Background: an optimization exercise with open tools, aiming at small area. Do not read the settings as production practice.
Where RTL was checked, it was by simulation tests only, not by an equivalence proof against the original.
No activity file was given, so power comes from the tool's default toggle rates.

## main
==> flow/design.v (excerpt) <==
module synth_top(
 input 		  	reset_io,
 input		  	clk_io,	 
 input 	[15:0] 		data_in_io,
 output [15:0] 		data_out_io, 
 output [9:0]  		addr_out_io,
 output 		core_to_mem_enable_io,
 input		  	sda_read_io,
 input		  	scl_read_io,
 output			sda_out_io,
 output			scl_out_io,
 output 		pwm0_io,
 output 		pwm1_io,
 output 		pwm2_io,
 output 		pwm3_io,
 output 		pwm4_io,
 output 		pwm5_io,
 output 		pwm6_io,
 output 		pwm7_io
);
make LEC_CHECK=0 CAP_MARGIN=20 CORE_MARGIN=2 CORE_UTILIZATION=60 CTS_BUF_LIST=sky130_fd_sc_hd__clkbuf_8 CTS_CLUSTER_DIAMETER=60 CTS_CLUSTER_SIZE=16 SLEW_MARGIN=20 finish   # period 10.0 ns
run.sh (not shown) runs the stock make flow with config.mk's settings and CLKGATE_MAP_FILE= SYNTH_SCRIPT=/design/flow/synth_recipe.tcl, a recipe that flattens the netlist after the stock synthesis.
Input-level comparison between the feature branch and main:
# main
export LEC_CHECK = 0
export CAP_MARGIN = 20
export CORE_MARGIN = 2
export CORE_UTILIZATION = 60
export CTS_BUF_LIST = sky130_fd_sc_hd__clkbuf_8
export CTS_CLUSTER_DIAMETER = 60
export CTS_CLUSTER_SIZE = 16
export SLEW_MARGIN = 20
create_clock -name core_clock -period 10.0 [get_ports {clk_io}]
# the feature branch
export LEC_CHECK = 0
export CAP_MARGIN = 20
export CORE_MARGIN = 2
export CORE_UTILIZATION = 60
export SLEW_MARGIN = 20
create_clock -name core_clock -period 10.0 [get_ports {clk_io}]
==> flow/flow/run.sh (new file) <==
#!/bin/bash
# Own flow: the standard layout (standard.sh) with these changes:
#  - synthesis: Yosys's ABC mapping step uses an area-oriented script
#    (flow/abc_area.script) in place of ORFS's speed script; everything else,
#    registers included, is the standard synthesis;
#  - port buffers are sky130_fd_sc_hd__buf_1 (every port still gets one);
#  - clock tree: clkbuf_8 buffers, sinks clustered by 16 within 60 um, no
#    dummy loads;
# Each make run writes its full output to a log file here; ORFS's per-step
# logs are under orfs/logs/.
set -euo pipefail
W=$(pwd)
rm -rf "$W/scripts_area"
cp -r "$FLOW_HOME/scripts" "$W/scripts_area"
cp "$W/flow/abc_area.script" "$W/scripts_area/abc_speed.script"
VARS=(
  "SCRIPTS_DIR=$W/scripts_area"
  "BUFFER_PORTS_ARGS=-buffer_cell sky130_fd_sc_hd__buf_1"
  "CTS_ARGS=-sink_clustering_enable -repair_clock_nets -dont_use_dummy_load -buf_list sky130_fd_sc_hd__clkbuf_8 -sink_clustering_size 16 -sink_clustering_max_diameter 60"
)
bash "$W/standard.sh" "${VARS[@]}" synth > "$W/log_synth.txt" 2>&1
bash "$W/standard.sh" "${VARS[@]}" finish > "$W/log_layout.txt" 2>&1
==> flow/flow/abc_area.script (new file) <==
strash
&get -n
&st
&deepsyn -T 60
&dch -f
&nf -p -R 1000
&put
==> flow/standard.sh (new file) <==
#!/bin/bash
# synth_recipe.tcl (not shown) runs the flow's synth.tcl, then flattens the netlist and writes it again
# the make line also repeats each setting of config.mk as NAME=value (left out here)
make -C /OpenROAD-flow-scripts/flow DESIGN_CONFIG=/design/flow/config.mk WORK_HOME=/design/flow/orfs CLKGATE_MAP_FILE= SYNTH_SCRIPT=/design/flow/synth_recipe.tcl "${@:-finish}"
removed: flow/run.sh
==> run notes <==
The feature branch finished end to end and its layout was clean on timing, DRC and antenna.
main → the feature branch: top fanout value on the critical path went down 2, share of power burned in combinational logic went down 1.9 points, final cell count went down 353, multi-input gate share of the layout cell area went down 3.2 points, global-route wire length before repair went down 8.4%.
Compared with main, the feature branch shows die outline width that has gone down by a few percent.
The feature branch vs main: non-clock buffer area fraction after layout down in the feature branch

* * *

Another version of the RTL of synth_top (not shown whole).
Size in the first run: ~2400 cells after synthesis, about 390 flip-flops, roughly 57 I/O pins, about 0.023 mm2 of cells after synthesis.
Settings: LEC_CHECK=0, CAP_MARGIN=20, CORE_MARGIN=2, CORE_UTILIZATION=60, CTS_BUF_LIST=sky130_fd_sc_hd__clkbuf_4, SLEW_MARGIN=20; clock period 10.0 ns.
Stock flow here: none of the scripts above is used.
The baseline completed without violations.
Next try:
==> flow/flow/run.sh (new file) <==
#!/bin/bash
# Own flow: the standard layout, except that Yosys's ABC mapping step uses
# an area-oriented script (flow/abc_area.script) in place of ORFS's speed
# script. Everything else, registers included, is the standard synthesis and
# the standard ORFS steps.
set -euo pipefail
W=$(pwd)
rm -rf "$W/scripts_area"
cp -r "$FLOW_HOME/scripts" "$W/scripts_area"
cp "$W/flow/abc_area.script" "$W/scripts_area/abc_speed.script"
bash "$W/standard.sh" SCRIPTS_DIR="$W/scripts_area" synth > "$W/log_synth.txt" 2>&1
bash "$W/standard.sh" SCRIPTS_DIR="$W/scripts_area" finish > "$W/log_layout.txt" 2>&1
==> flow/flow/abc_area.script (new file) <==
strash
&get -n
&st
&deepsyn -T 20
&dch -f
&nf -p -R 1000
&put
==> flow/standard.sh (new file) <==
#!/bin/bash
# synth_recipe.tcl (not shown) runs the flow's synth.tcl, then flattens the netlist and writes it again
# the make line also repeats each setting of config.mk as NAME=value (left out here)
make -C /OpenROAD-flow-scripts/flow DESIGN_CONFIG=/design/flow/config.mk WORK_HOME=/design/flow/orfs CLKGATE_MAP_FILE= SYNTH_SCRIPT=/design/flow/synth_recipe.tcl "${@:-finish}"
removed: flow/run.sh
Effect: The new run passed the timing, DRC and antenna checks; maximum frequency grows by about 0.65%; sequential share of layout area goes up by 4.9 points; non-clock buffer count is lower by 16; cell area came out lower by about 11%; sequential power hardly moves; die area went down by 13%; clock-buffer cell count drops by 6; total power decreases by 9.7%; setup slack gets better by 0.063 ns; cell count goes down by 12%.
Function was not checked in any run of this note: the RTL went through the layout flow alone.

* * *

synth_top, a different RTL version from the one above (not shown whole).
Size in the first run: roughly 1,900 cells after synthesis, about 390 flip-flops, roughly 57 I/O pins.
clock: 10.0 ns
lec_check: 0
cap_margin: 20
core_margin: 2
core_utilization: 60
slew_margin: 20
standard.sh (not shown) runs the stock make flow with config.mk's settings and CLKGATE_MAP_FILE= SYNTH_SCRIPT=/design/flow/synth_recipe.tcl, a recipe that flattens the netlist after the stock synthesis.
==> flow/flow/run.sh <==
#!/bin/bash
# Own flow: the standard layout (standard.sh) with these changes:
#  - synthesis: Yosys's ABC mapping step uses an area-oriented script
#    (flow/abc_area.script) in place of ORFS's speed script; everything else,
#    registers included, is the standard synthesis;
#  - port buffers are sky130_fd_sc_hd__buf_1 (every port still gets one);
#  - clock tree: clkbuf_8 buffers, sinks clustered by 16 within 60 um, no
#    dummy loads;
# Each make run writes its full output to a log file here; ORFS's per-step
# logs are under orfs/logs/.
set -euo pipefail
W=$(pwd)
rm -rf "$W/scripts_area"
cp -r "$FLOW_HOME/scripts" "$W/scripts_area"
cp "$W/flow/abc_area.script" "$W/scripts_area/abc_speed.script"
VARS=(
  "SCRIPTS_DIR=$W/scripts_area"
  "BUFFER_PORTS_ARGS=-buffer_cell sky130_fd_sc_hd__buf_1"
  "CTS_ARGS=-sink_clustering_enable -repair_clock_nets -dont_use_dummy_load -buf_list sky130_fd_sc_hd__clkbuf_8 -sink_clustering_size 16 -sink_clustering_max_diameter 60"
)
bash "$W/standard.sh" "${VARS[@]}" synth > "$W/log_synth.txt" 2>&1
bash "$W/standard.sh" "${VARS[@]}" finish > "$W/log_layout.txt" 2>&1
==> flow/flow/abc_area.script <==
strash
&get -n
&st
&deepsyn -T 60
&dch -f
&nf -p -R 1000
&put
==> next run, changes <==
--- a/flow/flow/run.sh
+++ b/flow/flow/run.sh
@@ -8,0 +9,3 @@
+#  - after global routing, gates on paths with slack are downsized (ORFS's
+#    RECOVER_POWER step), then flow/post_grt.tcl repairs slew and
+#    capacitance again.
@@ -18,0 +22,2 @@
+  "RECOVER_POWER=100"
+  "POST_GLOBAL_ROUTE_TCL=$W/flow/post_grt.tcl"
==> flow/flow/post_grt.tcl (new file) <==
# After ORFS's power recovery (which downsizes gates on paths with slack),
# repair any slew or capacitance violation it left, then legalize and
# re-route the nets that changed.
log_cmd global_route -start_incremental
log_cmd estimate_parasitics -global_routing
repair_design_helper
log_cmd detailed_placement
log_cmd global_route -end_incremental
log_cmd estimate_parasitics -global_routing
First-iteration DRC count is lower by 3.3%.
Final area is lower by 0.84%.
Via count hardly moves.
Flip-flop and latch count does not change.
Die area is unchanged.

==> what the ideal ports hide <==
The flow's constraints put no driver on any port. The routed layouts listed below were extracted and timed again, unchanged, in two steps.
Step 1 assumes that a clkbuf_16 drives the clock port and a buf_2 every other input.
Step 2 moves the port delays by t, midway between the first and last clock arrival at a register: inputs arrive t later, outputs are due t later. That takes back most of the time a late clock gives input paths.
Three values: no drivers, after step 1, after step 2; two values: the first two.
| run | t (ns) | setup slack, ns | worst setup path after step 2 | latest minus earliest clock arrival (ns) | worst register clock-pin slew, ns |
|---|---|---|---|---|---|
| main | 0.716 | 1.042 / 1.073 / 0.357 | input to register | 0.037 / 0.037 | 0.12 / 0.12 |
| the feature branch | 0.676 | 0.923 / 0.949 / 0.272 | input to register | 0.071 / 0.071 | 0.10 / 0.10 |
| the first run of note 2 | 0.899 | 0.250 / 0.218 / 0.218 | input to output | 0.117 / 0.118 | 0.09 / 0.09 |
| the second run of note 2 | 0.862 | 0.313 / 0.285 / -0.143 | input to register | 0.055 / 0.056 | 0.09 / 0.09 |
| the first run of note 3 | 0.621 | 0.645 / 0.662 / 0.041 | input to register | 0.094 / 0.094 | 0.11 / 0.11 |
| the second run of note 3 | 0.619 | 0.508 / 0.527 / -0.092 | input to register | 0.100 / 0.100 | 0.11 / 0.11 |
With both steps, setup timing fails in the second run of note 2 and the second run of note 3, where it was met with ideal ports. The setup slack of main, which loses most, moves by +0.031 ns with the drivers and by -0.685 ns with both steps.
